This is an optimization exercise on Yosys and OpenROAD, whose aim is small area, a short achievable clock period and few clock cycles per item, not a production implementation.
RTL that was checked went through simulation tests only; none was proved equivalent to the original.
Function not checked in runs 1 to 3: the RTL went through the layout flow alone.

`flow/run.sh`:
```
#!/bin/bash
# synth_recipe.tcl (not shown) runs the flow's synth.tcl, then flattens the netlist and writes it again
# the make line also repeats each setting of config.mk as NAME=value (left out here)
make -C /OpenROAD-flow-scripts/flow DESIGN_CONFIG=/design/flow/config.mk WORK_HOME=/design/flow/orfs CLKGATE_MAP_FILE= SYNTH_SCRIPT=/design/flow/synth_recipe.tcl finish
```
`flow/config.mk`:
```
export PLATFORM = sky130hd
export DESIGN_NAME = MyDesign
export DESIGN_NICKNAME = MyDesign
export VERILOG_FILES = /design/flow/design.v
export SDC_FILE = /design/flow/constraint.sdc
export NUM_CORES = 4
export LEC_CHECK = 0
export CAP_MARGIN = 20
export CORE_MARGIN = 2
export CORE_UTILIZATION = 40
export SETUP_SLACK_MARGIN = 3.0
export SLEW_MARGIN = 20
```
`flow/constraint.sdc`:
```
create_clock -name core_clock -period 6.5 [get_ports {clk}]
set_input_delay 1.3000 -clock core_clock [delete_from_list [all_inputs] [get_ports {clk}]]
set_output_delay 1.3000 -clock core_clock [all_outputs]
set_load 0.01 [all_outputs]
```
`flow/design.v`:
```
module MyDesign
(
	input  wire        go,
	output reg         busy,
	input  wire        reset,
	input  wire        clk,
	output reg  [15:0] write_data,
	output wire [11:0] write_address,
	output reg         write_enable,
	output wire [11:0] read_input_address,
	input  wire [15:0] read_input_data,
	output wire [11:0] read_weight_address,
	input  wire [15:0] read_weight_data
);
	localparam S_IDLE = 2'd0, S_RUN = 2'd1, S_FLUSH = 2'd2, S_TAIL = 2'd3;
	reg [1:0]  st;
	reg        bub;         
	reg [4:0]  pd;          
	reg [3:0]  gd;          
	reg        f0;          
	reg        wfl;         
	reg [4:0]  K;           
	reg [4:0]  Kn;          
	reg        endn;        
	reg [9:0]  XB;          
	reg [9:0]  IA;
	reg [11:0] WA;
	reg [11:0] OC;
	assign read_input_address  = {2'b00, IA};
	assign read_weight_address = WA;
	assign write_address       = OC;
	wire       sg    = K[0];                  
	wire [3:0] h     = K[4:1];                
	wire [3:0] hn    = Kn[4:1];
	wire [4:0] KP    = K + {4'd0, sg};        
	wire [4:0] Pm1   = {KP[3:0] - 4'd1, 1'b1};
	wire       lastp = (pd == 5'd0);
	wire       lastg = (gd == 4'd0);
	wire [1:0] pq    = 2'd0 - pd[1:0];        
	wire       dummy = sg & (pd[4:1] == 4'd0);
	reg  [6:0] dlt;
	always @(*) begin
		if (bub)
			dlt = -{3'd0, h};
		else if (lastp & lastg)
			dlt = sg ? {3'd0, hn} - {3'd0, h} + 7'd1 : {3'd0, hn} + 7'd2;
		else if (sg) begin
			case (pq)
				2'd1:    dlt = {2'd0, K} + {3'd0, h};
				2'd3:    dlt = (pd == 5'd1) ? {2'd0, K} : -{3'd0, h};
				default: dlt = -{3'd0, h};
			endcase
		end else begin
			if (pq != 2'd0)  dlt = {3'd0, h};
			else if (lastp)  dlt = 7'd1;
			else             dlt = 7'd1 - {2'd0, K} - {3'd0, h};
		end
	end
	reg  t_f, t_z;
	always @(*) begin
		t_f = 1'b0; t_z = 1'b1;
		if (st == S_RUN && !bub) begin
			t_f = f0;
			t_z = dummy;
		end else if (st == S_FLUSH)
			t_f = 1'b1;
	end
	wire [9:0] XBn = XB + {4'b0, K, 1'b1};    
	always @(posedge clk or negedge reset) begin
		if (!reset) begin
			st <= S_IDLE; busy <= 1'b0; bub <= 1'b0;
		end else begin
			case (st)
				S_IDLE: if (go) begin
					busy <= 1'b1;
					st   <= S_RUN;
					bub  <= 1'b1;
				end
				S_RUN: begin
					if (bub)
						bub <= 1'b0;
					else if (lastp & lastg) begin
						if (endn) st <= S_FLUSH;
						else      bub <= 1'b1;
					end
				end
				S_FLUSH: st <= S_TAIL;
				default: if (pd == 5'd5) begin
					st   <= S_IDLE;
					busy <= 1'b0;
				end
			endcase
		end
	end
	always @(posedge clk) begin
		case (st)
			S_IDLE: begin
				K   <= read_input_data[6:2];
				XB  <= 10'd1;
				IA  <= go ? {4'b0, read_input_data[6:2], 1'b1} : 10'd0;
				WA  <= 12'd1 + {8'b0, read_input_data[6:3]};
				wfl <= 1'b0;
			end
			S_RUN: begin
				WA <= WA + {{5{dlt[6]}}, dlt};
				if (bub) begin
					pd <= Pm1;
					gd <= K[3:0] - 4'd1;
					f0 <= 1'b1;
					IA <= XB;
				end else if (!lastp) begin
					pd <= pd - 5'd1;
					f0 <= 1'b0;
					IA <= IA + 10'd1;
				end else begin
					pd  <= Pm1;
					gd  <= gd - 4'd1;
					f0  <= 1'b1;
					wfl <= 1'b1;
					IA  <= XB;
					if (lastg) begin
						K  <= Kn;
						XB <= XBn;
						IA <= XBn + {4'b0, Kn, 1'b0};
					end
				end
			end
			S_FLUSH: pd <= 5'd0;
			default: begin
				pd <= pd + 5'd1;
				IA <= 10'd0;
			end
		endcase
	end
	reg        fA, wA, zA, capA, mA;
	reg [1:0]  pA;
	always @(posedge clk or negedge reset) begin
		if (!reset) fA <= 1'b0;
		else        fA <= t_f;
	end
	always @(posedge clk) begin
		wA <= wfl | (st == S_FLUSH); zA <= t_z; capA <= bub; mA <= sg; pA <= ~pd[1:0];
		if (capA) begin
			Kn   <= read_input_data[6:2];
			endn <= &read_input_data[7:0];
		end
	end
	reg [15:0] X0, X1, X2, X3;
	reg [3:0]  xf, xw;
	reg [2:0]  xm;
	reg [1:0]  xp0, xp1, xp2;
	always @(posedge clk or negedge reset) begin
		if (!reset) xf <= 4'b0;
		else        xf <= {xf[2:0], fA};
	end
	always @(posedge clk) begin
		X0 <= zA ? 16'd0 : read_input_data;
		X1 <= X0; X2 <= X1; X3 <= X2;
		xw <= {xw[2:0], wA};
		xm <= {xm[1:0], mA};
		xp0 <= pA; xp1 <= xp0; xp2 <= xp1;
	end
	reg [15:0]  S1;
	reg [15:4]  S2;
	reg [15:8]  S3;
	always @(posedge clk) begin
		S1 <= read_weight_data;
		S2 <= S1[15:4];
		S3 <= S2[15:8];
	end
	wire [3:0] c0 = read_weight_data[3:0];
	wire [3:0] c1 = S1[7:4];
	wire [3:0] c2 = S2[11:8];
	wire [3:0] c3 = S3[15:12];
	wire [15:0] acc0, acc1, acc2, acc3;
	wire [15:0] cy0, cy1, cy2, cy3;
	nn_row #(.ODD(0)) r0 (.clk(clk), .x(X0), .f(xf[0]), .m(mA), .pi(pA),
		.c0(c0), .c1(c1), .c2(c2), .c3(c3), .acc(acc0), .cy(cy0));
	nn_row #(.ODD(1)) r1 (.clk(clk), .x(X1), .f(xf[1]), .m(xm[0]), .pi(xp0),
		.c0(c0), .c1(c1), .c2(c2), .c3(c3), .acc(acc1), .cy(cy1));
	nn_row #(.ODD(0)) r2 (.clk(clk), .x(X2), .f(xf[2]), .m(xm[1]), .pi(xp1),
		.c0(c0), .c1(c1), .c2(c2), .c3(c3), .acc(acc2), .cy(cy2));
	nn_row #(.ODD(1)) r3 (.clk(clk), .x(X3), .f(xf[3]), .m(xm[2]), .pi(xp2),
		.c0(c0), .c1(c1), .c2(c2), .c3(c3), .acc(acc3), .cy(cy3));
	wire [3:0]  we = xf & xw;
	wire [15:0] wacc = ({16{we[0]}} & acc0) | ({16{we[1]}} & acc1)
	                 | ({16{we[2]}} & acc2) | ({16{we[3]}} & acc3);
	wire [15:0] wcy  = ({16{we[0]}} & cy0) | ({16{we[1]}} & cy1)
	                 | ({16{we[2]}} & cy2) | ({16{we[3]}} & cy3);
	always @(posedge clk or negedge reset) begin
		if (!reset) write_enable <= 1'b0;
		else        write_enable <= |we;
	end
	always @(posedge clk) begin
		write_data <= wacc + wcy;
		if (st == S_IDLE) OC <= 12'd0;
		else if (write_enable) OC <= OC + 12'd1;
	end
endmodule
module nn_row #(parameter ODD = 0)
(
	input  wire        clk,
	input  wire [15:0] x,
	input  wire        f,
	input  wire        m,
	input  wire [1:0]  pi,
	input  wire [3:0]  c0, c1, c2, c3,
	output reg  [15:0] acc,
	output wire [15:0] cy
);
	wire [1:0] j = {pi[1] ^ (m & (ODD != 0)), pi[0]};
	reg  [3:0] wn;
	always @(posedge clk) begin
		case (j)
			2'd0: wn <= c0;
			2'd1: wn <= c1;
			2'd2: wn <= c2;
			default: wn <= c3;
		endcase
	end
	reg [7:1] k;                
	assign cy = {1'b0, k[7], 1'b0, k[6], 1'b0, k[5], 1'b0, k[4],
	             1'b0, k[3], 1'b0, k[2], 1'b0, k[1], 2'b00};
	wire [9:0] xl = {{2{x[7]}}, x[7:0]};
	wire [9:0] xh = {{2{x[15]}}, x[15:8]};
	wire [9:0] tl = wn[0] ? xl : (wn[1] ? {xl[8:0], 1'b0} : 10'd0);
	wire [9:0] th = wn[2] ? xh : (wn[3] ? {xh[8:0], 1'b0} : 10'd0);
	wire [9:0] vl = tl ^ {10{wn[1]}};
	wire [9:0] vh = th ^ {10{wn[3]}};
	wire [9:0] ul = {~vl[9], vl[8:0]};
	wire [9:0] uh = {~vh[9], vh[8:0]};
	wire [15:0] a  = f ? 16'd0 : acc;
	wire [7:1]  kk = f ? 7'd0 : k;
	wire [15:0] s, cc;
	assign s[9:0]  = a[9:0] ^ ul ^ uh;
	assign cc[0]   = wn[1];
	assign cc[10:1] = (a[9:0] & ul) | (a[9:0] & uh) | (ul & uh);
	assign s[10]   = ~(a[10] ^ cc[10]);
	assign s[15:11] = ~a[15:11];
	wire   cc11    = a[10] | cc[10];
	wire [15:0] cc2 = {a[14:11], cc11, 1'b0, cc[9:0]};
	wire [8:0]  ci = {1'b0, kk, wn[3]};
	wire [15:0] sum;
	wire [7:0]  co;
	genvar i;
	generate for (i = 0; i < 8; i = i + 1) begin : seg
		wire [2:0] t = {1'b0, s[2*i+1:2*i]} + {1'b0, cc2[2*i+1:2*i]} + {2'b0, ci[i]};
		assign sum[2*i+1:2*i] = t[1:0];
		assign co[i] = t[2];
	end endgenerate
	always @(posedge clk) begin
		acc <= sum;
		k   <= co[6:0];
	end
endmodule
```
==> flow_summary.toml, run 1 <==
[run_status]
outcome = "no timing/DRC/antenna violations"

[synthesis]
postSynthRegisterBits = 307
post-synth-top-area-cell = "sky130_fd_sc_hd__dfxtp_1"
fraction_of_the_mapped_netlist_area_in_simple_logic_gates = 0.152
synth.cells.most_frequent = "sky130_fd_sc_hd__dfxtp_1, sky130_fd_sc_hd__inv_1, sky130_fd_sc_hd__nand2_1"
postSynthAreaPerCell_sq_um = 10.2
post_synth_instance_area_sq_um = 16400
synth_top_area_share = 0.296
asyncSetResetFlopFracSynth = 0.0326
synth_top_flop_cell = "sky130_fd_sc_hd__dfxtp_1"
yosys.cell_count.top_type = "sky130_fd_sc_hd__dfxtp_1"
synth_top_family_by_area = "adder cells"
synth_seq_area_share = 0.410
synth_cell_types = 68
cell_count_after_synthesis = 1619
synth_compound_gate_area_share = 0.106
synth_xor_area_frac = 0.0559
post_synth_fa_ha_maj_area_fraction = 0.177
yosys-top-cells-area = "sky130_fd_sc_hd__dfxtp_1, sky130_fd_sc_hd__fa_1, sky130_fd_sc_hd__edfxtp_1"
synthMuxAreaShare = 0.0454
yosys_warnings = 3
synth-edff-count = 54

[clock_tree]
path_clk_slew_ns = 0.06
post_cts_hold_buffer_count = 0
cts-htree-levels = 2
clk_latency_worst_skew_pair_ns = 0.55
tritoncts_num_sinks = 307
cts_root_buf = "sky130_fd_sc_hd__clkbuf_16"
tritoncts_clock_tree = "built"
cts_max_path_buffers = 3
numCtsBuffers = 36

[floorplanning]
placeable_core_region_sq_um = 40700
core.rowCount = 74
design.die.area_sq_um = 42700
die_x_microns = 207
die-height_microns = 207
top_level_ports = 89
floorplan.initialDensity = 0.404

[placement]
port-buffer-count = 86
detailed_place_hpwl_microns = 27900
routabilityCongestion = 0.832

[sta]
measured_slew_at_the_worst_slew_check_pin_ns = 0.767
setup_total_negative_slack_ns = 0
relSlewSlack = 0.488
finClkSkew_ns = 0.0200
grt_setup_unrepaired = "true"
timing.final.crit_period_ns = 3.72
setup_violations = 0
achievable-frequency_mhz = 269
final_max_slew_violation_count = 0
finalCritPeriodShare = 0.572
number_of_hold_slack_violations_in_the_final_timing_report = 0

[cells_and_area]
antenna-diode-count = 0
layout-area-overhead-vs-synth_pct = 21.0
area_of_the_multi_input_gates_sq_um = 9310
nFillCells = 3776
ff_latch_area_sq_um = 6740
final_net_count = 1952
drive_gt1_frac = 0.139
utilization = 0.488

[drt]
drt-pass1-iter-count = 5
detail_route.wl_per_cell_microns = 16.7
vias_per_cell = 5.08
ant_nets = 0
totalWireLength_microns = 38600
detail_route.drc_violations = 0
dr.first_iter.drc_count = 517
overall_via_count_from_detail_route = 11693

[critical_path]
worst-setup-path-type = "flip-flop to flip-flop"
path_buf_inv = 2
startpoint_type = "flip-flop"
timing.critical_path.cells = "inv_2, ha_4, or4b_4, or2_4, o311ai_1, o21ai_2, nor2_1, a21oi_2, ha_2, buf_4, a211oi_4, o21ai_2, a31oi_4, o31ai_4, xnor2_2, xnor2_1, and2_1"
timing.critical_path.slowest_stage_cell = "sky130_fd_sc_hd__or4b_4"
critical_path_arrival_ns = 4.02
crit_fanout = 7
worstSetupEndpointType = "flip-flop"
crit_required_ns = 6.80
path_common_cell = "sky130_fd_sc_hd__o21ai_2"
max_stage_delay_ns = 0.52
critical-path-top-delay-family = "simple AND/OR/NAND/NOR gates"

[global_route]
gr-usage-all-layers = 0.189
pin_count_of_the_biggest_net_entering_global_routing = 53
grt_antenna_before_repair = 0
wire_length_of_the_first_global_routing_pass_microns = 63500
grt_remaining_overflow = 0
grt_pass1_vias = 12193

[job]
timing.max_cap.violations = 0

[min_path]
hold_path.class = "flip-flop to flip-flop"
## area by class of cell
cell class | count | share of cell area
clock inverter | 13 | 0.00541
clock buffer | 52 | 0.0519
tap | 532 | 0.0335
multi-input combinational | 1090 | 0.468
inverter | 150 | 0.0284
timing repair buffer | 160 | 0.0741
sequential | 307 | 0.339
## cells by family after synthesis
logic type / after synthesis
AOI/OAI and AO/OA: 276
buffers and inverters: 223
DFF: 307
other: 1
adders and majority gates: 172
xor gates and xnor gates: 105
and+or+nand+nor: 482
muxes: 53
## through the flow
step	setup slack, ns	area [sq um]	hold WS (ns)	cells
after floorplan	2.79	16500	0.310	1620
after global placement	2.19	17700	0.311	2167
after detailed placement	2.13	17700	0.312	2167
after CTS	2.83	19500	0.326	2293
after global routing	2.63	19900	0.331	2304
final	2.78	19900	0.325	2304
## timing repair
item | CTS | global route
resized for setup | 49 | 51
setup endpoints to repair | 19 | 17
buffers inserted | 61 | 11
pin swaps | 59 | 49
gates cloned | 0 | 0
## final timing paths
check,startpoint,slack (ns),cells after the start,end
max,pd[1],2.78,17,WA[11]
min reg2reg,S2[12],0.33,0,S3[12]
max in group asynchronous,reset,4.77,1,xf[3]
max reg2reg,pd[1],2.78,17,WA[11]
min,S2[12],0.33,0,S3[12]
min in group asynchronous,reset,1.20,1,xf[1]
## sequential cells by signal, indices dropped and copies added, names as in the netlist, 8 cells and up
register / flops
X3: 16
S2: 8
X2: 16
OC: 12
r3.acc: 16
WA: 12
write_data: 16
r2.acc: 16
r0.acc: 16
S1: 12
IA: 10
XB: 10
X0: 16
r1.acc: 16
X1: 16
## per-layer routing
| metal | routed length [microns] | vias to the layer above | share of wire | track usage |
|---|---|---|---|---|
| li1 | - | 5699 | - | - |
| met1 | 16900 | 5759 | 0.44 | 0.236 |
| met2 | 19400 | 176 | 0.50 | 0.334 |
| met3 | 1280 | 59 | 0.033 | 0.0290 |
| met4 | 908 | 0 | 0.024 | 0.0621 |
| met5 | 0 | - | 0 | 0 |
## placed cells by master, fill, tap and decap left out, types with 21 or more instances in the layout
| master | n |
|---|---|
| sky130_fd_sc_hd__clkbuf_16 | 37 |
| sky130_fd_sc_hd__nor2_1 | 64 |
| sky130_fd_sc_hd__mux2i_1 | 25 |
| sky130_fd_sc_hd__nand2_1 | 118 |
| sky130_fd_sc_hd__clkdlybuf4s50_1 | 86 |
| sky130_fd_sc_hd__and2_1 | 21 |
| sky130_fd_sc_hd__xnor2_1 | 62 |
| sky130_fd_sc_hd__a21oi_1 | 70 |
| sky130_fd_sc_hd__dfxtp_1 | 243 |
| sky130_fd_sc_hd__ha_1 | 54 |
| sky130_fd_sc_hd__a22oi_1 | 40 |
| sky130_fd_sc_hd__inv_1 | 141 |
| sky130_fd_sc_hd__nand2b_1 | 82 |
| sky130_fd_sc_hd__buf_4 | 64 |
| sky130_fd_sc_hd__nor2b_1 | 61 |
| sky130_fd_sc_hd__o21ai_0 | 50 |
| sky130_fd_sc_hd__nand3_1 | 68 |
| sky130_fd_sc_hd__edfxtp_1 | 54 |
| sky130_fd_sc_hd__xor2_1 | 38 |
| sky130_fd_sc_hd__fa_1 | 98 |
==> inputs of run 2 (changes only) <==
--- a/flow/design.v
+++ b/flow/design.v
@@ -24,6 +24,8 @@
 	reg        endn;        
 	reg [9:0]  XB;          
+	reg [9:0]  XBN;         
 	reg [9:0]  IA;
 	reg [11:0] WA;
+	reg [6:0]  dW;          
 	reg [11:0] OC;
 	assign read_input_address  = {2'b00, IA};
@@ -35,24 +37,32 @@
 	wire [4:0] KP    = K + {4'd0, sg};        
 	wire [4:0] Pm1   = {KP[3:0] - 4'd1, 1'b1};
-	wire       lastp = (pd == 5'd0);
-	wire       lastg = (gd == 4'd0);
-	wire [1:0] pq    = 2'd0 - pd[1:0];        
+	reg        lastp;       
+	reg        lastg;       
+	wire       lastl = lastp & lastg;
 	wire       dummy = sg & (pd[4:1] == 4'd0);
-	reg  [6:0] dlt;
+	wire       run   = (st == S_RUN);
+	wire       bub_n = run & ~bub & lastl & ~endn;
+	wire       rel   = bub | lastp;           
+	wire [4:0] pd_n  = rel ? Pm1 : pd - 5'd1;
+	wire       l0_n  = ~rel & (pd == 5'd1);   
+	wire       l1_n  = ~rel & (pd == 5'd2);
+	wire       lg_n  = bub ? (K == 5'd1) : (lastp ? (gd == 4'd1) : lastg);
+	wire [1:0] pq_n  = 2'd0 - pd_n[1:0];         
+	reg [6:0] dW_n;
 	always @(*) begin
-		if (bub)
-			dlt = -{3'd0, h};
-		else if (lastp & lastg)
-			dlt = sg ? {3'd0, hn} - {3'd0, h} + 7'd1 : {3'd0, hn} + 7'd2;
+		if (bub_n)
+			dW_n = -{3'd0, hn};
+		else if (l0_n & lg_n)
+			dW_n = sg ? {3'd0, hn} - {3'd0, h} + 7'd1 : {3'd0, hn} + 7'd2;
 		else if (sg) begin
-			case (pq)
-				2'd1:    dlt = {2'd0, K} + {3'd0, h};
-				2'd3:    dlt = (pd == 5'd1) ? {2'd0, K} : -{3'd0, h};
-				default: dlt = -{3'd0, h};
+			case (pq_n)
+				2'd1:    dW_n = {2'd0, K} + {3'd0, h};
+				2'd3:    dW_n = l1_n ? {2'd0, K} : -{3'd0, h};
+				default: dW_n = -{3'd0, h};
 			endcase
 		end else begin
-			if (pq != 2'd0)  dlt = {3'd0, h};
-			else if (lastp)  dlt = 7'd1;
-			else             dlt = 7'd1 - {2'd0, K} - {3'd0, h};
+			if (pq_n != 2'd0) dW_n = {3'd0, h};
+			else if (l0_n)    dW_n = 7'd1;
+			else              dW_n = 7'd1 - {2'd0, K} - {3'd0, h};
 		end
 	end
@@ -60,5 +70,5 @@
 	always @(*) begin
 		t_f = 1'b0; t_z = 1'b1;
-		if (st == S_RUN && !bub) begin
+		if (run && !bub) begin
 			t_f = f0;
 			t_z = dummy;
@@ -66,5 +76,4 @@
 			t_f = 1'b1;
 	end
-	wire [9:0] XBn = XB + {4'b0, K, 1'b1};    
 	always @(posedge clk or negedge reset) begin
 		if (!reset) begin
@@ -78,10 +87,6 @@
 				end
 				S_RUN: begin
-					if (bub)
-						bub <= 1'b0;
-					else if (lastp & lastg) begin
-						if (endn) st <= S_FLUSH;
-						else      bub <= 1'b1;
-					end
+					bub <= bub_n;
+					if (~bub & lastl & endn) st <= S_FLUSH;
 				end
 				S_FLUSH: st <= S_TAIL;
@@ -93,4 +98,5 @@
 		end
 	end
+	wire [3:0] hp = read_input_data[6:3];
 	always @(posedge clk) begin
 		case (st)
@@ -98,31 +104,29 @@
 				K   <= read_input_data[6:2];
 				XB  <= 10'd1;
+				XBN <= {4'b0, read_input_data[6:2] + 5'd1, 1'b0};
 				IA  <= go ? {4'b0, read_input_data[6:2], 1'b1} : 10'd0;
-				WA  <= 12'd1 + {8'b0, read_input_data[6:3]};
+				WA  <= 12'd1 + {8'b0, hp};
+				dW  <= -{3'd0, hp};
 				wfl <= 1'b0;
+				lastp <= 1'b0;
 			end
 			S_RUN: begin
-				WA <= WA + {{5{dlt[6]}}, dlt};
-				if (bub) begin
-					pd <= Pm1;
-					gd <= K[3:0] - 4'd1;
-					f0 <= 1'b1;
+				WA <= WA + {{5{dW[6]}}, dW};
+				dW <= dW_n;
+				pd <= pd_n;
+				lastp <= l0_n;
+				lastg <= lg_n;
+				f0 <= rel;
+				if (bub)        gd <= K[3:0] - 4'd1;
+				else if (lastp) gd <= gd - 4'd1;
+				if (lastp) wfl <= 1'b1;
+				if (~rel)       IA <= IA + 10'd1;
+				else if (~bub & lastl) begin
+					K   <= Kn;
+					XB  <= XBN;
+					XBN <= XBN + {4'b0, Kn, 1'b1};
+					IA  <= XBN + {4'b0, Kn, 1'b0};
+				end else
 					IA <= XB;
-				end else if (!lastp) begin
-					pd <= pd - 5'd1;
-					f0 <= 1'b0;
-					IA <= IA + 10'd1;
-				end else begin
-					pd  <= Pm1;
-					gd  <= gd - 4'd1;
-					f0  <= 1'b1;
-					wfl <= 1'b1;
-					IA  <= XB;
-					if (lastg) begin
-						K  <= Kn;
-						XB <= XBn;
-						IA <= XBn + {4'b0, Kn, 1'b0};
-					end
-				end
 			end
 			S_FLUSH: pd <= 5'd0;
--- a/flow/config.mk
+++ b/flow/config.mk
@@ -9,4 +9,4 @@
 export CORE_MARGIN = 2
 export CORE_UTILIZATION = 40
-export SETUP_SLACK_MARGIN = 3.0
+export SETUP_SLACK_MARGIN = 4.0
 export SLEW_MARGIN = 20
==> flow_summary.toml, run 2 <==
[run_status]
outcome = "no timing/DRC/antenna violations"

[synthesis]
cell_count_after_synthesis = 1678
yosys_warnings = 3
synth_top_flop_cell = "sky130_fd_sc_hd__dfxtp_1"
asyncSetResetFlopFracSynth = 0.0307
synth_cell_types = 82
synth.cells.most_frequent = "sky130_fd_sc_hd__dfxtp_1, sky130_fd_sc_hd__inv_1, sky130_fd_sc_hd__nand2_1"
synth_seq_area_share = 0.422
postSynthAreaPerCell_sq_um = 10.3
post_synth_instance_area_sq_um = 17300
synth-edff-count = 73
synth_top_area_share = 0.281
postSynthRegisterBits = 326
post-synth-top-area-cell = "sky130_fd_sc_hd__dfxtp_1"
yosys-top-cells-area = "sky130_fd_sc_hd__dfxtp_1, sky130_fd_sc_hd__edfxtp_1, sky130_fd_sc_hd__fa_1"
yosys.cell_count.top_type = "sky130_fd_sc_hd__dfxtp_1"

[drt]
detail_route.wl_per_cell_microns = 17.3
vias_per_cell = 5.03
detail_route.drc_violations = 0
totalWireLength_microns = 41800
overall_via_count_from_detail_route = 12189
drt-pass1-iter-count = 5
dr.first_iter.drc_count = 777
ant_nets = 0

[job]
timing.max_cap.violations = 0

[cells_and_area]
layout_common_cells = "sky130_fd_sc_hd__dfxtp_1, sky130_fd_sc_hd__inv_1, sky130_fd_sc_hd__nand2_1, sky130_fd_sc_hd__fa_1, sky130_fd_sc_hd__nand2b_1"
antenna-diode-count = 0
mostFrequentLayoutCell = "sky130_fd_sc_hd__dfxtp_1"
drive_gt1_frac = 0.183
final_net_count = 2017
layout-area-overhead-vs-synth_pct = 20.4
utilization = 0.486
final_cell_area_sq_um = 20800
nFillCells = 3961

[sta]
number_of_hold_slack_violations_in_the_final_timing_report = 0
relSlewSlack = 0.513
measured_slew_at_the_worst_slew_check_pin_ns = 0.728
final_max_slew_violation_count = 0
grt_setup_unrepaired = "true"
setup_violations = 0
final.hold.worst_slack_ns = 0.320
finClkSkew_ns = 0.0281
setup_total_negative_slack_ns = 0
achievable-frequency_mhz = 393
timing.final.crit_period_ns = 2.54
finalCritPeriodShare = 0.391

[global_route]
wire_length_of_the_first_global_routing_pass_microns = 67200
pin_count_of_the_biggest_net_entering_global_routing = 50
grt_pass1_vias = 12501
grt_remaining_overflow = 0
gr-usage-all-layers = 0.191
grt_antenna_before_repair = 0

[clock_tree]
tritoncts_clock_tree = "built"
tritoncts_num_sinks = 326
cts_root_buf = "sky130_fd_sc_hd__clkbuf_16"
post_cts_hold_buffer_count = 0
clk_latency_worst_skew_pair_ns = 0.55
cts-htree-levels = 2
cts_max_path_buffers = 3
numCtsBuffers = 38
path_clk_slew_ns = 0.06

[critical_path]
max_stage_delay_ns = 0.56
crit_required_ns = 6.80
timing.reg2reg.setup_slack_ns = 3.96
critical_register_to_register_path_startpoint = "Kn[1]"
critical_path_arrival_ns = 2.84
timing.critical_path.slowest_stage_cell = "sky130_fd_sc_hd__fa_2"
worstSetupEndpointType = "flip-flop"
startpoint_type = "flip-flop"
worst-r2r-cell-count = 10
crit_fanout = 4
worstReg2RegEnd = "dW[4]"
worst-setup-path-type = "flip-flop to flip-flop"
timing.critical_path.cells = "inv_2, ha_4, inv_2, fa_2, ha_4, nand3b_1, nor4bb_2, a21oi_2, a41oi_2, o31ai_1"

[min_path]
hold_path.class = "flip-flop to flip-flop"
worstHoldStart = "S1[15]"
hold_path_depth = 0
hold_path_end = "S2[15]"

[placement]
port-buffer-count = 86
routabilityCongestion = 0.861
detailed_place_hpwl_microns = 30000
cell_area_after_placement_sq_um = 18600

[floorplanning]
top_level_ports = 89
core.rowCount = 76
die_x_microns = 212
die-height_microns = 212
placeable_core_region_sq_um = 42900
design.die.area_sq_um = 45000
floorplan.initialDensity = 0.404
==> run 2: area by class of cell <==
cell class	count	area, sq um	share of cell area
flip-flops and latches	326	7390	0.355
inverters	163	614	0.0295
multi-input cells	1116	9450	0.453
clock buffers	51	1090	0.0525
clock inverters	17	184	0.00882
repair buffers	166	1380	0.0663
well taps	585	732	0.0351
==> run 2: worst max-delay path by stage <==
stage / startpoint / endpoint
after floorplan: xw[2] / write_data[14]
after global placement: xf[2] / write_data[12]
after detailed placement: xf[1] / write_data[14]
after CTS: xf[0] / write_data[14]
after global routing: Kn[1] / dW[4]
final: Kn[1] / dW[4]
==> run 2: logic make-up (layout without fill, tap and decap cells) <==
kind of cell / count (synthesis) / count (layout) / share of synthesized area
AND/OR/NAND/NOR: 510 / 513 / 0.151
flip-flops: 326 / 326 / 0.422
AO/OA/AOI/OAI: 274 / 274 / 0.106
buffers and inverters: 240 / 397 / 0.0559
adder cells (fa/ha/maj): 171 / 171 / 0.168
XOR/XNOR: 94 / 94 / 0.0480
multiplexers: 62 / 62 / 0.0485
other: 1 / 2 / 0.000217
==> run 2: per-layer routing <==
| metal | global-route usage | wire length (microns) | vias to the layer above |
|---|---|---|---|
| met4 | 0.0532 | 945 | 0 |
| li1 | - | - | 5950 |
| met3 | 0.0359 | 1830 | 63 |
| met2 | 0.327 | 20400 | 250 |
| met1 | 0.247 | 18600 | 5926 |
| met5 | 0 | 0 | - |
==> run 2: stage by stage <==
step                      std cells  worst slack, ns
final                          2424             3.96
after global routing           2424             3.87
after CTS                      2399             3.94
after detailed placement       2277             3.04
after global placement         2277             3.19
after floorplan                1679             4.02
==> run 2: what timing repair did <==
action | in CTS | in global routing
pin swaps | 20 | 34
setup buffers | 53 | 21
setup endpoints to repair | 122 | 47
cloned | 1 | 4
resized for setup | 213 | 87
==> run 2: critical path: cells and delay by family (launching register included) <==
kind,cells,cell delay (ns)
compound gates,3,0.38
flops,1,0.42
simple gates,2,0.46
buf+inv,2,0.16
fa+ha+maj,3,0.85
==> inputs of run 3 (changes only) <==
--- a/flow/config.mk
+++ b/flow/config.mk
@@ -9,4 +9,4 @@
 export CORE_MARGIN = 2
 export CORE_UTILIZATION = 40
-export SETUP_SLACK_MARGIN = 4.0
+export SETUP_SLACK_MARGIN = 3.6
 export SLEW_MARGIN = 20
==> flow_summary.toml, run 3 <==
[run_status]
outcome = "no timing/DRC/antenna violations"

[critical_path]
timing.critical_path.cells = "clkdlybuf4s50_1"
worst-r2r-cell-count = 11
worstReg2RegEnd = "write_data[14]"
timing.reg2reg.setup_slack_ns = 3.68
critical_register_to_register_path_startpoint = "xf[2]"
path_buf_inv = 1
crit_fanout = 3
worstSetupEndpointType = "output pin"
timing.critical_path.slowest_stage_cell = "sky130_fd_sc_hd__clkdlybuf4s50_1"
crit_required_ns = 5.20
max_stage_delay_ns = 0.57
worst-setup-path-type = "flip-flop to output pin"
critical-path-top-delay-family = "buffers and inverters"
startpoint_type = "flip-flop"
critical_path_arrival_ns = 1.55

[floorplanning]
placeable_core_region_sq_um = 42900
core.rowCount = 76
top_level_ports = 89
design.die.area_sq_um = 45000
floorplan.initialDensity = 0.404
die-height_microns = 212
die_x_microns = 212

[sta]
final_max_slew_violation_count = 0
number_of_hold_slack_violations_in_the_final_timing_report = 0
postLayoutSetupSlackWorst_ns = 3.65
timing.final.crit_period_ns = 2.85
finClkSkew_ns = 0.00998
setup_total_negative_slack_ns = 0
achievable-frequency_mhz = 351
final.hold.worst_slack_ns = 0.320
finalCritPeriodShare = 0.439
measured_slew_at_the_worst_slew_check_pin_ns = 0.933
setup_violations = 0
grt_setup_unrepaired = "true"
relSlewSlack = 0.376

[cells_and_area]
nFillCells = 3966
antenna-diode-count = 0
layout_common_cells = "sky130_fd_sc_hd__dfxtp_1, sky130_fd_sc_hd__inv_1, sky130_fd_sc_hd__nand2_1, sky130_fd_sc_hd__fa_1, sky130_fd_sc_hd__nand2b_1"
instances_no_fill = 2361
drive_gt1_frac = 0.0935
final_net_count = 1954
mostFrequentLayoutCell = "sky130_fd_sc_hd__dfxtp_1"
layout-area-overhead-vs-synth_pct = 16.5

[synthesis]
cell_count_after_synthesis = 1678
yosys.cell_count.top_type = "sky130_fd_sc_hd__dfxtp_1"
yosys-top-cells-area = "sky130_fd_sc_hd__dfxtp_1, sky130_fd_sc_hd__edfxtp_1, sky130_fd_sc_hd__fa_1"
synth.cells.most_frequent = "sky130_fd_sc_hd__dfxtp_1, sky130_fd_sc_hd__inv_1, sky130_fd_sc_hd__nand2_1"
asyncSetResetFlopFracSynth = 0.0307
post_synth_instance_area_sq_um = 17300
postSynthRegisterBits = 326
yosys_warnings = 3
synth_cell_types = 82
postSynthAreaPerCell_sq_um = 10.3
synth_top_area_share = 0.281
post-synth-top-area-cell = "sky130_fd_sc_hd__dfxtp_1"
synth_seq_area_share = 0.422
synth_top_flop_cell = "sky130_fd_sc_hd__dfxtp_1"
synth-edff-count = 73

[global_route]
grt_remaining_overflow = 0
gr-usage-all-layers = 0.185
pin_count_of_the_biggest_net_entering_global_routing = 49
grt_antenna_before_repair = 0
grt_pass1_vias = 11965
wire_length_of_the_first_global_routing_pass_microns = 65000

[placement]
routabilityCongestion = 0.880
placed_cells_incl_taps = 2277
port-buffer-count = 86
dp_worst_setup_slack_ns = 3.01
detailed_place_hpwl_microns = 30400

[drt]
totalWireLength_microns = 40800
detail_route.drc_violations = 0
drt-pass1-iter-count = 5
overall_via_count_from_detail_route = 11937
ant_nets = 0
detail_route.wl_per_cell_microns = 17.3
dr.first_iter.drc_count = 769
vias_per_cell = 5.06

[clock_tree]
cts_root_buf = "sky130_fd_sc_hd__clkbuf_16"
tritoncts_clock_tree = "built"
numCtsBuffers = 39
post_cts_hold_buffer_count = 0
clk_latency_worst_skew_pair_ns = 0.56
cts-htree-levels = 2
path_clk_slew_ns = 0.06
tritoncts_num_sinks = 326
cts_max_path_buffers = 3

[min_path]
hold_path_depth = 0
hold_path_end = "xm[2]"
worstHoldStart = "xm[1]"
hold_path.class = "flip-flop to flip-flop"

[job]
timing.max_cap.violations = 0
==> run 3: logic make-up after synthesis <==
logic type / count (synthesis) / share of synthesized area
flops: 326 / 0.422
compound gates: 274 / 0.106
simple gates: 510 / 0.151
mux: 62 / 0.0485
xor+xnor: 94 / 0.0480
other cells: 1 / 0.000217
fa+ha+maj: 171 / 0.168
buf+inv: 240 / 0.0559
==> run 3: layout make-up <==
| type | instances | area, sq um | area share |
|---|---|---|---|
| Multi-Input combinational cell | 1113 | 9100 | 0.451 |
| Sequential cell | 326 | 7320 | 0.363 |
| Clock buffer | 52 | 1170 | 0.0579 |
| Timing Repair Buffer | 105 | 1020 | 0.0504 |
| Tap cell | 585 | 732 | 0.0363 |
| Inverter | 163 | 612 | 0.0303 |
| Clock inverter | 17 | 225 | 0.0112 |
==> run 3: how the worst max path moves through the flow <==
| stage | start | endpoint | slack (ns) | depth (start not counted) |
|---|---|---|---|---|
| 3_5_place_dp | xf[0] | write_data[12] | 3.01 | 11 |
| 2_1_floorplan | Kn[1] | dW[5] | 3.88 | 10 |
| 3_3_place_gp | xf[2] | write_data[14] | 3.18 | 10 |
| 6_report | IA[0] | read_input_address[0] | 3.65 | 1 |
| 4_1_cts | IA[5] | read_input_address[5] | 3.60 | 1 |
| 5_1_grt | xf[1] | write_data[14] | 3.55 | 11 |
==> run 3: through the flow <==
stage,util,instance area (sq um)
5_1_grt,0.470,20200
2_1_floorplan,-,17300
4_1_cts,0.467,20000
6_report,0.470,20200
3_5_place_dp,0.433,18600
3_3_place_gp,0.433,18600
==> run 3: per-layer routing <==
metal / global-route usage / share of wire
met5: 0 / 0
met4: 0.0593 / 0.024
met3: 0.0279 / 0.042
met2: 0.315 / 0.49
met1: 0.243 / 0.45
==> run 3: timing repair <==
item	CTS	global route
gates resized for setup	17	13
buffers inserted	6	9
hold endpoints to repair	0	0
pin swaps	0	3
setup endpoints to repair	19	12
==> inputs of run 4 (changes only) <==
--- a/flow/design.v
+++ b/flow/design.v
@@ -28,4 +28,6 @@
 	reg [11:0] WA;
 	reg [6:0]  dW;          
+	reg [5:0]  ckh;         
+	reg [6:0]  cL;          
 	reg [11:0] OC;
 	assign read_input_address  = {2'b00, IA};
@@ -54,8 +56,8 @@
 			dW_n = -{3'd0, hn};
 		else if (l0_n & lg_n)
-			dW_n = sg ? {3'd0, hn} - {3'd0, h} + 7'd1 : {3'd0, hn} + 7'd2;
+			dW_n = cL;
 		else if (sg) begin
 			case (pq_n)
-				2'd1:    dW_n = {2'd0, K} + {3'd0, h};
+				2'd1:    dW_n = bub ? {2'd0, K} + {3'd0, h} : {1'b0, ckh};
 				2'd3:    dW_n = l1_n ? {2'd0, K} : -{3'd0, h};
 				default: dW_n = -{3'd0, h};
@@ -64,5 +66,5 @@
 			if (pq_n != 2'd0) dW_n = {3'd0, h};
 			else if (l0_n)    dW_n = 7'd1;
-			else              dW_n = 7'd1 - {2'd0, K} - {3'd0, h};
+			else              dW_n = 7'd1 - {1'b0, ckh};
 		end
 	end
@@ -100,4 +102,15 @@
 	wire [3:0] hp = read_input_data[6:3];
 	always @(posedge clk) begin
+		ckh <= K + {1'b0, h};
+		cL  <= sg ? {3'd0, hn} - {3'd0, h} + 7'd1 : {3'd0, hn} + 7'd2;
+	end
+	always @(posedge clk) begin
+		WA    <= WA + {{5{dW[6]}}, dW};
+		dW    <= dW_n;
+		pd    <= pd_n;
+		lastp <= l0_n;
+		lastg <= lg_n;
+		f0    <= rel;
+		IA    <= 10'd0;
 		case (st)
 			S_IDLE: begin
@@ -112,10 +125,4 @@
 			end
 			S_RUN: begin
-				WA <= WA + {{5{dW[6]}}, dW};
-				dW <= dW_n;
-				pd <= pd_n;
-				lastp <= l0_n;
-				lastg <= lg_n;
-				f0 <= rel;
 				if (bub)        gd <= K[3:0] - 4'd1;
 				else if (lastp) gd <= gd - 4'd1;
@@ -131,8 +138,5 @@
 			end
 			S_FLUSH: pd <= 5'd0;
-			default: begin
-				pd <= pd + 5'd1;
-				IA <= 10'd0;
-			end
+			default: pd <= pd + 5'd1;
 		endcase
 	end
@@ -140,9 +144,13 @@
 	reg [1:0]  pA;
 	always @(posedge clk or negedge reset) begin
-		if (!reset) fA <= 1'b0;
-		else        fA <= t_f;
-	end
-	always @(posedge clk) begin
-		wA <= wfl | (st == S_FLUSH); zA <= t_z; capA <= bub; mA <= sg; pA <= ~pd[1:0];
+		if (!reset) begin
+			fA <= 1'b0; wA <= 1'b0;
+		end else begin
+			fA <= t_f;
+			wA <= t_f & (wfl | (st == S_FLUSH));    
+		end
+	end
+	always @(posedge clk) begin
+		zA <= t_z; capA <= bub; mA <= sg; pA <= ~pd[1:0];
 		if (capA) begin
 			Kn   <= read_input_data[6:2];
@@ -155,11 +163,14 @@
 	reg [1:0]  xp0, xp1, xp2;
 	always @(posedge clk or negedge reset) begin
-		if (!reset) xf <= 4'b0;
-		else        xf <= {xf[2:0], fA};
+		if (!reset) begin
+			xf <= 4'b0; xw <= 4'b0;
+		end else begin
+			xf <= {xf[2:0], fA};
+			xw <= {xw[2:0], wA};
+		end
 	end
 	always @(posedge clk) begin
 		X0 <= zA ? 16'd0 : read_input_data;
 		X1 <= X0; X2 <= X1; X3 <= X2;
-		xw <= {xw[2:0], wA};
 		xm <= {xm[1:0], mA};
 		xp0 <= pA; xp1 <= xp0; xp2 <= xp1;
@@ -187,5 +198,5 @@
 	nn_row #(.ODD(1)) r3 (.clk(clk), .x(X3), .f(xf[3]), .m(xm[2]), .pi(xp2),
 		.c0(c0), .c1(c1), .c2(c2), .c3(c3), .acc(acc3), .cy(cy3));
-	wire [3:0]  we = xf & xw;
+	wire [3:0]  we = xw;
 	wire [15:0] wacc = ({16{we[0]}} & acc0) | ({16{we[1]}} & acc1)
 	                 | ({16{we[2]}} & acc2) | ({16{we[3]}} & acc3);
@@ -198,6 +209,5 @@
 	always @(posedge clk) begin
 		write_data <= wacc + wcy;
-		if (st == S_IDLE) OC <= 12'd0;
-		else if (write_enable) OC <= OC + 12'd1;
+		OC <= (st == S_IDLE) ? 12'd0 : OC + {11'd0, write_enable};
 	end
 endmodule
@@ -214,12 +224,17 @@
 );
 	wire [1:0] j = {pi[1] ^ (m & (ODD != 0)), pi[0]};
-	reg  [3:0] wn;
-	always @(posedge clk) begin
+	reg  [3:0] wsel;
+	always @(*) begin
 		case (j)
-			2'd0: wn <= c0;
-			2'd1: wn <= c1;
-			2'd2: wn <= c2;
-			default: wn <= c3;
+			2'd0: wsel = c0;
+			2'd1: wsel = c1;
+			2'd2: wsel = c2;
+			default: wsel = c3;
 		endcase
+	end
+	reg  [2:0] dl, dh;
+	always @(posedge clk) begin
+		dl <= {wsel[1], wsel[1] & ~wsel[0], wsel[0]};
+		dh <= {wsel[3], wsel[3] & ~wsel[2], wsel[2]};
 	end
 	reg [7:1] k;                
@@ -228,8 +243,8 @@
 	wire [9:0] xl = {{2{x[7]}}, x[7:0]};
 	wire [9:0] xh = {{2{x[15]}}, x[15:8]};
-	wire [9:0] tl = wn[0] ? xl : (wn[1] ? {xl[8:0], 1'b0} : 10'd0);
-	wire [9:0] th = wn[2] ? xh : (wn[3] ? {xh[8:0], 1'b0} : 10'd0);
-	wire [9:0] vl = tl ^ {10{wn[1]}};
-	wire [9:0] vh = th ^ {10{wn[3]}};
+	wire [9:0] tl = ({10{dl[0]}} & xl) | ({10{dl[1]}} & {xl[8:0], 1'b0});
+	wire [9:0] th = ({10{dh[0]}} & xh) | ({10{dh[1]}} & {xh[8:0], 1'b0});
+	wire [9:0] vl = tl ^ {10{dl[2]}};
+	wire [9:0] vh = th ^ {10{dh[2]}};
 	wire [9:0] ul = {~vl[9], vl[8:0]};
 	wire [9:0] uh = {~vh[9], vh[8:0]};
@@ -238,5 +253,5 @@
 	wire [15:0] s, cc;
 	assign s[9:0]  = a[9:0] ^ ul ^ uh;
-	assign cc[0]   = wn[1];
+	assign cc[0]   = dl[2];
 	assign cc[10:1] = (a[9:0] & ul) | (a[9:0] & uh) | (ul & uh);
 	assign s[10]   = ~(a[10] ^ cc[10]);
@@ -244,5 +259,5 @@
 	wire   cc11    = a[10] | cc[10];
 	wire [15:0] cc2 = {a[14:11], cc11, 1'b0, cc[9:0]};
-	wire [8:0]  ci = {1'b0, kk, wn[3]};
+	wire [8:0]  ci = {1'b0, kk, dh[2]};
 	wire [15:0] sum;
 	wire [7:0]  co;
--- a/flow/config.mk
+++ b/flow/config.mk
@@ -9,4 +9,4 @@
 export CORE_MARGIN = 2
 export CORE_UTILIZATION = 40
-export SETUP_SLACK_MARGIN = 3.6
+export SETUP_SLACK_MARGIN = 4.3
 export SLEW_MARGIN = 20
==> flow_summary.toml, run 4 <==
[run_status]
outcome = "no timing/DRC/antenna violations"

[critical_path]
critical-path-top-delay-family = "flip-flops"
worstSetupEndpointType = "output pin"
timing.critical_path.slowest_stage_cell = "sky130_fd_sc_hd__dfrtp_1"
max_stage_delay_ns = 0.40
startpoint_type = "flip-flop"
timing.critical_path.cells = "buf_2"
path_buf_inv = 1
crit_required_ns = 5.20
crit_fanout = 2
critical_path_arrival_ns = 1.10
worst-setup-path-type = "flip-flop to output pin"

[clock_tree]
tritoncts_clock_tree = "built"
post_cts_hold_buffer_count = 0
cts-htree-levels = 2
cts_root_buf = "sky130_fd_sc_hd__clkbuf_16"
tritoncts_num_sinks = 346
path_clk_slew_ns = 0.06
cts_max_path_buffers = 3
numCtsBuffers = 40
clk_latency_worst_skew_pair_ns = 0.55

[sta]
number_of_hold_slack_violations_in_the_final_timing_report = 0
finalCritPeriodShare = 0.369
relSlewSlack = 0.501
measured_slew_at_the_worst_slew_check_pin_ns = 0.747
setup_total_negative_slack_ns = 0
timing.final.crit_period_ns = 2.40
finClkSkew_ns = 0.0152
final.hold.worst_slack_ns = 0.321
final_max_slew_violation_count = 0
setup_violations = 0
grt_setup_unrepaired = "true"
achievable-frequency_mhz = 417

[synthesis]
postSynthAreaPerCell_sq_um = 10.7
asyncSetResetFlopFracSynth = 0.0434
synth_top_flop_cell = "sky130_fd_sc_hd__dfxtp_1"
synth_top_area_share = 0.346
synth_cell_types = 73
synth.cells.most_frequent = "sky130_fd_sc_hd__dfxtp_1, sky130_fd_sc_hd__inv_1, sky130_fd_sc_hd__a22oi_1"
postSynthRegisterBits = 346
cell_count_after_synthesis = 1597
synth_seq_area_share = 0.432
synth-edff-count = 36
yosys_warnings = 3
post_synth_instance_area_sq_um = 17100
post-synth-top-area-cell = "sky130_fd_sc_hd__dfxtp_1"
yosys.cell_count.top_type = "sky130_fd_sc_hd__dfxtp_1"
yosys-top-cells-area = "sky130_fd_sc_hd__dfxtp_1, sky130_fd_sc_hd__fa_1, sky130_fd_sc_hd__edfxtp_1"

[drt]
totalWireLength_microns = 42300
routed-wl-met2_microns = 21300
drt-pass1-iter-count = 4
vias_per_cell = 5.08
overall_via_count_from_detail_route = 11846
ant_nets = 0
detail_route.drc_violations = 0
top_layer = "met4"
routedLengthMet1_microns = 18400
dr.first_iter.drc_count = 600
detail_route.wl_per_cell_microns = 18.2
dr_wl_met3_microns = 1390

[cells_and_area]
nFillCells = 3743
mostFrequentLayoutCell = "sky130_fd_sc_hd__dfxtp_1"
final_net_count = 1966
layout_common_cells = "sky130_fd_sc_hd__dfxtp_1, sky130_fd_sc_hd__inv_1, sky130_fd_sc_hd__buf_4, sky130_fd_sc_hd__xor2_1, sky130_fd_sc_hd__nand2_1"
drive_gt1_frac = 0.309
antenna-diode-count = 0
layout-area-overhead-vs-synth_pct = 27.9

[floorplanning]
top_level_ports = 89
core.rowCount = 75
die_x_microns = 210
design.die.area_sq_um = 44300
placeable_core_region_sq_um = 42000
die-height_microns = 210
floorplan.initialDensity = 0.406

[global_route]
grt_pass1_vias = 12559
gr-usage-all-layers = 0.196
pin_count_of_the_biggest_net_entering_global_routing = 52
grt_antenna_before_repair = 0
grt_remaining_overflow = 0
wire_length_of_the_first_global_routing_pass_microns = 67800

[placement]
detailed_place_hpwl_microns = 29000
port-buffer-count = 86
routabilityCongestion = 0.841

[min_path]
hold_path.class = "flip-flop to flip-flop"

[job]
timing.max_cap.violations = 0
[run 4: cell count changes in the layout (fill, tap and decap cells not counted), sizes merged, moves of 37 or more]
cell	change
buf	+147
xor2	+42
dfxtp	+52
nand2	-50
clkdlybuf4s50	-57
nand3	-51
edfxtp	-37
a22oi	+66
[run 4: path summary, 6_finish.rpt]
kind                               from              to  slack [ns]  cells past startpoint
setup / recovery           write_enable    write_enable        4.10                      1
hold / removal                   S2[14]          S3[14]        0.32                      0
setup reg to reg                  xw[0]  write_data[14]        4.13                      9
hold reg to reg                  S2[14]          S3[14]        0.32                      0
max in group asynchronous         reset           xf[0]        5.33                      1
min in group asynchronous         reset           xw[0]        0.74                      1
[run 4: logic make-up after synthesis]
kind of cell / synth area share
adders and majority gates: 0.170
AOI/OAI and AO/OA: 0.113
xor gates and xnor gates: 0.0806
and+or+nand+nor: 0.116
muxes: 0.0368
DFF: 0.432
buffers and inverters: 0.0514
other: 0.000220
[run 4: repair_timing]
| item | 4_1_cts | 5_1_grt |
|---|---|---|
| setup buffers | 80 | 26 |
| gates cloned | 1 | 0 |
| resized for setup | 511 | 75 |
| pin swaps | 71 | 63 |
| endpoints found under the setup margin | 159 | 132 |
[run 4: layout make-up]
type	count	area [sq um]	share of cell area
Clock buffer	61	1160	0.0530
Multi-Input combinational cell	1024	9920	0.455
Clock inverter	12	97.6	0.00447
Sequential cell	346	7560	0.346
Timing Repair Buffer	199	1840	0.0842
Inverter	149	573	0.0263
Tap cell	539	674	0.0309
[run 4: per-layer routing]
| metal | global-route usage | up-vias |
|---|---|---|
| li1 | - | 5701 |
| met1 | 0.244 | 5858 |
| met2 | 0.347 | 206 |
| met4 | 0.0712 | 0 |
| met5 | 0 | - |
| met3 | 0.0279 | 81 |
[run 4: stage by stage]
stage	setup WS, ns	instance area, sq um	util	std cells
after CTS	4.05	21400	0.508	2304
after floorplan	4.25	17700	-	1598
after detailed placement	3.51	18700	0.445	2150
after global placement	3.53	18700	0.445	2150
final	4.10	21800	0.519	2330
after global routing	4.05	21800	0.519	2330
Testbench counts of run 4, summed over its fixed seeds: cycles 11,427, macs 85,808.
==> inputs of run 5 (changes only) <==
--- a/flow/config.mk
+++ b/flow/config.mk
@@ -8,5 +8,6 @@
 export CAP_MARGIN = 20
 export CORE_MARGIN = 2
-export CORE_UTILIZATION = 40
-export SETUP_SLACK_MARGIN = 4.3
+export CORE_UTILIZATION = 65
+export CTS_BUF_LIST = sky130_fd_sc_hd__clkbuf_8
+export SETUP_SLACK_MARGIN = 4.0
 export SLEW_MARGIN = 20
==> flow_summary.toml, run 5 <==
[critical_path]
critical_path_arrival_ns = 1.19
path_buf_inv = 1
worstSetupEndpointType = "output pin"
max_stage_delay_ns = 0.43
crit_required_ns = 5.20
timing.critical_path.slowest_stage_cell = "sky130_fd_sc_hd__dfrtp_1"
timing.critical_path.cells = "buf_2"
timing.reg2reg.setup_slack_ns = 4.05
startpoint_type = "flip-flop"
crit_fanout = 2
critical-path-top-delay-family = "flip-flops"
worst-setup-path-type = "flip-flop to output pin"

[synthesis]
asyncSetResetFlopFracSynth = 0.0434
synth-edff-count = 36
synth_top_area_share = 0.346
synth.cells.most_frequent = "sky130_fd_sc_hd__dfxtp_1, sky130_fd_sc_hd__inv_1, sky130_fd_sc_hd__a22oi_1"
synth_top_flop_cell = "sky130_fd_sc_hd__dfxtp_1"
postSynthAreaPerCell_sq_um = 10.7
synth_seq_area_share = 0.432
postSynthRegisterBits = 346
yosys_warnings = 3
post_synth_instance_area_sq_um = 17100
cell_count_after_synthesis = 1597
synth_cell_types = 73
yosys-top-cells-area = "sky130_fd_sc_hd__dfxtp_1, sky130_fd_sc_hd__fa_1, sky130_fd_sc_hd__edfxtp_1"
yosys.cell_count.top_type = "sky130_fd_sc_hd__dfxtp_1"
post-synth-top-area-cell = "sky130_fd_sc_hd__dfxtp_1"

[global_route]
pin_count_of_the_biggest_net_entering_global_routing = 52
grt_pass1_vias = 11907
gr-usage-all-layers = 0.276
wire_length_of_the_first_global_routing_pass_microns = 61300
grt_antenna_before_repair = 0
grt_remaining_overflow = 0

[cells_and_area]
drive_gt1_frac = 0.159
layout_common_cells = "sky130_fd_sc_hd__dfxtp_1, sky130_fd_sc_hd__inv_1, sky130_fd_sc_hd__a22oi_1, sky130_fd_sc_hd__fa_1, sky130_fd_sc_hd__nand2_1"
mostFrequentLayoutCell = "sky130_fd_sc_hd__dfxtp_1"
antenna-diode-count = 0
nFillCells = 1825
final_net_count = 1899
layout-area-overhead-vs-synth_pct = 14.5

[placement]
routabilityCongestion = 0.887
detailed_place_hpwl_microns = 27100
port-buffer-count = 86

[sta]
timing.final.crit_period_ns = 2.49
relSlewSlack = 0.333
setup_violations = 0
finalCritPeriodShare = 0.384
grt_setup_unrepaired = "true"
number_of_hold_slack_violations_in_the_final_timing_report = 0
achievable-frequency_mhz = 401
measured_slew_at_the_worst_slew_check_pin_ns = 0.998
setup_total_negative_slack_ns = 0
final_max_slew_violation_count = 0
finClkSkew_ns = 0.0166

[clock_tree]
cts-htree-levels = 2
path_clk_slew_ns = 0.06
tritoncts_clock_tree = "built"
tritoncts_num_sinks = 346
numCtsBuffers = 55
cts_root_buf = "sky130_fd_sc_hd__clkbuf_8"
clk_latency_worst_skew_pair_ns = 0.60
cts_max_path_buffers = 3

[min_path]
hold_path.class = "flip-flop to flip-flop"

[drt]
ant_nets = 0
overall_via_count_from_detail_route = 11434
detail_route.drc_violations = 0
totalWireLength_microns = 37000
drt-pass1-iter-count = 6
vias_per_cell = 5.52
detail_route.wl_per_cell_microns = 17.9
dr.first_iter.drc_count = 788

[floorplanning]
floorplan.initialDensity = 0.658
die_x_microns = 166
design.die.area_sq_um = 27600
die-height_microns = 166
placeable_core_region_sq_um = 25900
core.rowCount = 59
top_level_ports = 89

[job]
timing.max_cap.violations = 0

[run_status]
outcome = "no timing/DRC/antenna violations"
[run 5: cell counts after synthesis]
No cell type changed its count.
[run 5: path summary, 6_finish.rpt]
path,startpoint,endpoint,depth (start not counted)
max,write_enable,write_enable,1
min,S1[8],S2[8],0
max reg2reg,r2.dh[0],r2.acc[7],6
min reg2reg,S1[8],S2[8],0
max in group asynchronous,reset,xw[0],1
min in group asynchronous,reset,xf[3],1
[run 5: cells by family (layout without fill, tap and decap cells)]
| logic type | count (synthesis) | after routing | synth area share |
|---|---|---|---|
| simple gates | 371 | 371 | 0.116 |
| buf+inv | 228 | 368 | 0.0514 |
| other cells | 1 | 2 | 0.000220 |
| compound gates | 282 | 282 | 0.113 |
| xor+xnor | 157 | 157 | 0.0806 |
| flops | 346 | 346 | 0.432 |
| fa+ha+maj | 171 | 171 | 0.170 |
| mux | 41 | 41 | 0.0368 |
[run 5: final cells by class]
| class | count | area (sq um) | area share |
|---|---|---|---|
| flip-flops and latches | 346 | 7460 | 0.382 |
| clock inverters | 35 | 218 | 0.0111 |
| repair buffers | 117 | 1030 | 0.0527 |
| well taps | 335 | 419 | 0.0215 |
| inverters | 149 | 559 | 0.0286 |
| multi-input cells | 1024 | 8920 | 0.457 |
| clock buffers | 67 | 922 | 0.0472 |
[run 5: repair_timing]
| action | 4_1_cts | 5_1_grt |
|---|---|---|
| pin swaps | 0 | 4 |
| setup buffers | 14 | 11 |
| setup endpoints to repair | 74 | 48 |
| gates resized for setup | 194 | 50 |
| hold buffers | 0 | 0 |
[run 5: routing by layer]
layer,routed length (microns),global-route usage
met2,18200,0.473
met3,1650,0.0367
met5,0,0
met1,15900,0.362
met4,1250,0.0972
[run 5: per-stage QoR]
stage	instance area (sq um)	setup slack, ns	cells	util	hold slack (ns)
after global routing	19500	3.93	2073	0.754	0.333
after floorplan	17100	3.99	1598	-	0.310
final	19500	4.01	2073	0.754	0.324
after global placement	18100	3.44	1946	0.697	0.310
after detailed placement	18100	3.42	1946	0.697	0.312
after CTS	19400	3.89	2062	0.748	0.324
==> inputs of run 6 (changes only) <==
--- a/flow/config.mk
+++ b/flow/config.mk
@@ -6,8 +6,8 @@
 export NUM_CORES = 4
 export LEC_CHECK = 0
-export CAP_MARGIN = 20
+export CAP_MARGIN = 5
 export CORE_MARGIN = 2
 export CORE_UTILIZATION = 65
 export CTS_BUF_LIST = sky130_fd_sc_hd__clkbuf_8
 export SETUP_SLACK_MARGIN = 4.0
-export SLEW_MARGIN = 20
+export SLEW_MARGIN = 5
==> flow_summary.toml, run 6 <==
[floorplanning]
die-height_microns = 166
die_x_microns = 166
top_level_ports = 89
core.rowCount = 59
design.die.area_sq_um = 27600
placeable_core_region_sq_um = 25900
floorplan.initialDensity = 0.658

[global_route]
grt-busiest-layer = "met2"
grt.met2_usage = 0.473
grt_antenna_before_repair = 0
grt_remaining_overflow = 0
met1_usage = 0.362
pin_count_of_the_biggest_net_entering_global_routing = 52
grt_use_met3 = 0.0367
wire_length_of_the_first_global_routing_pass_microns = 61300
gr-usage-all-layers = 0.276
grt_pass1_vias = 11907

[drt]
detail_route.wl_per_cell_microns = 17.9
overall_via_count_from_detail_route = 11434
ant_nets = 0
detail_route.drc_violations = 0
dr.first_iter.drc_count = 788
vias_per_cell = 5.52
drt-pass1-iter-count = 6
totalWireLength_microns = 37000

[placement]
port-buffer-count = 86
detailed_place_hpwl_microns = 27100
cell_area_after_placement_sq_um = 18100
placed_cells_incl_taps = 1946
routabilityCongestion = 0.887

[cells_and_area]
layout_common_cells = "sky130_fd_sc_hd__dfxtp_1, sky130_fd_sc_hd__inv_1, sky130_fd_sc_hd__a22oi_1, sky130_fd_sc_hd__fa_1, sky130_fd_sc_hd__nand2_1"
utilization = 0.754
ff_latch_area_sq_um = 7460
antenna-diode-count = 0
layout-area-overhead-vs-synth_pct = 14.5
instances_no_fill = 2073
drive_gt1_frac = 0.159
final_net_count = 1899
mostFrequentLayoutCell = "sky130_fd_sc_hd__dfxtp_1"
area_of_the_multi_input_gates_sq_um = 8920
nFillCells = 1825
final_cell_area_sq_um = 19500

[critical_path]
timing.critical_path.cells = "buf_2"
critical-path-top-delay-family = "flip-flops"
worstSetupEndpointType = "output pin"
critical_path_arrival_ns = 1.19
worst-setup-path-type = "flip-flop to output pin"
crit_fanout = 2
crit_required_ns = 5.20
startpoint_type = "flip-flop"
timing.reg2reg.setup_slack_ns = 4.05
max_stage_delay_ns = 0.43
path_buf_inv = 1
timing.critical_path.slowest_stage_cell = "sky130_fd_sc_hd__dfrtp_1"

[sta]
measured_slew_at_the_worst_slew_check_pin_ns = 0.998
finClkSkew_ns = 0.0166
timing.final.crit_period_ns = 2.49
number_of_hold_slack_violations_in_the_final_timing_report = 0
grt_setup_unrepaired = "true"
finalCritPeriodShare = 0.384
achievable-frequency_mhz = 401
setup_total_negative_slack_ns = 0
setup_violations = 0
relSlewSlack = 0.333
final_max_slew_violation_count = 0

[min_path]
hold_path.class = "flip-flop to flip-flop"

[synthesis]
yosys.cell_count.top_type = "sky130_fd_sc_hd__dfxtp_1"
postSynthAreaPerCell_sq_um = 10.7
synth-edff-count = 36
synth_top_area_share = 0.346
cell_count_after_synthesis = 1597
yosys-top-cells-area = "sky130_fd_sc_hd__dfxtp_1, sky130_fd_sc_hd__fa_1, sky130_fd_sc_hd__edfxtp_1"
synth_top_flop_cell = "sky130_fd_sc_hd__dfxtp_1"
yosys_warnings = 3
synth_cell_types = 73
asyncSetResetFlopFracSynth = 0.0434
post_synth_instance_area_sq_um = 17100
synth.cells.most_frequent = "sky130_fd_sc_hd__dfxtp_1, sky130_fd_sc_hd__inv_1, sky130_fd_sc_hd__a22oi_1"
postSynthRegisterBits = 346
post-synth-top-area-cell = "sky130_fd_sc_hd__dfxtp_1"
synth_seq_area_share = 0.432

[clock_tree]
tritoncts_num_sinks = 346
cts_root_buf = "sky130_fd_sc_hd__clkbuf_8"
tritoncts_clock_tree = "built"
numCtsBuffers = 55
clk_latency_worst_skew_pair_ns = 0.60
cts-htree-levels = 2
cts_max_path_buffers = 3
path_clk_slew_ns = 0.06

[job]
timing.max_cap.violations = 0

[run_status]
outcome = "no timing/DRC/antenna violations"
## run 6: cell counts in the layout (fill, tap and decap cells not counted)
Identical to the previous run, type by type.
## run 6: layout make-up
type	count	area share
clock buffers	67	0.0472
well taps	335	0.0215
multi-input cells	1024	0.457
repair buffers	117	0.0527
clock inverters	35	0.0111
flip-flops and latches	346	0.382
inverters	149	0.0286
## run 6: through the flow
stage / hold slack, ns / setup slack [ns]
after floorplan: 0.310 / 3.99
after global placement: 0.310 / 3.44
after detailed placement: 0.312 / 3.42
after CTS: 0.324 / 3.89
after global routing: 0.333 / 3.93
final: 0.324 / 4.01
## run 6: timing repair
action	4_1_cts	5_1_grt
endpoints found under the setup margin	74	48
hold buffers	0	0
hold endpoints to repair	0	0
setup buffers	14	11
gates resized for setup	194	50
pin swaps	0	4
## run 6: path summary, 6_finish.rpt
path / to / start / cells after the start
setup / recovery: write_enable / write_enable / 1
hold / removal: S2[8] / S1[8] / 0
setup reg to reg: r2.acc[7] / r2.dh[0] / 6
hold reg to reg: S2[8] / S1[8] / 0
max in group asynchronous: xw[0] / reset / 1
min in group asynchronous: xf[3] / reset / 1
## run 6: logic make-up after synthesis
group,Yosys count,share of synthesized area
AOI/OAI and AO/OA,282,0.113
xor gates and xnor gates,157,0.0806
adders and majority gates,171,0.170
buffers and inverters,228,0.0514
DFF,346,0.432
muxes,41,0.0368
other,1,0.000220
and+or+nand+nor,371,0.116
## run 6: per-layer routing
metal	vias up	wire [microns]
met5	-	0
met4	0	1250
met3	94	1650
met2	304	18200
met1	5460	15900
li1	5576	-

[afterwards: timing with drivers on the ports]
Ports are ideal in the flow. The routed layouts listed here were re-timed in OpenROAD.
Step 1 sets driving cells, clkbuf_16 on the clock port and buf_2 on the other inputs (assumed; they add their load-dependent delay and slew).
Step 2 adds t to the input delays and takes it off the output delays; t is the mean of the earliest and latest rising clock arrival at the registers after step 1. Input paths then give back, and output paths get back, about the clock's delay inside the block.
a / b / c = ideal ports / drivers / drivers and shift; a / b = the first two.
run | shift t [ns] | setup slack, ns | worst hold slack (ns) | clock arrival spread, ns | cell pins on the clock port's net
run 1 | 0.596 | 2.779 / 2.779 / 2.779 | 0.325 / 0.325 / 0.325 | 0.022 / 0.022 | 1
run 2 | 0.593 | 3.957 / 3.957 / 3.513 | 0.320 / 0.320 / 0.320 | 0.028 / 0.028 | 1
run 3 | 0.607 | 3.647 / 3.594 / 3.141 | 0.320 / 0.320 / 0.320 | 0.012 / 0.012 | 1
run 4 | 0.604 | 4.102 / 4.044 / 3.792 | 0.321 / 0.321 / 0.321 | 0.017 / 0.018 | 1
run 5 | 0.641 | 4.007 / 3.960 / 3.528 | 0.324 / 0.324 / 0.324 | 0.019 / 0.019 | 1
run 6 | 0.641 | 4.007 / 3.960 / 3.528 | 0.324 / 0.324 / 0.324 | 0.019 / 0.019 | 1
After both steps setup and hold are still met in every run listed. For run 3, which loses most, drivers alone change the setup slack by -0.053 ns; drivers and shift together by -0.506 ns.
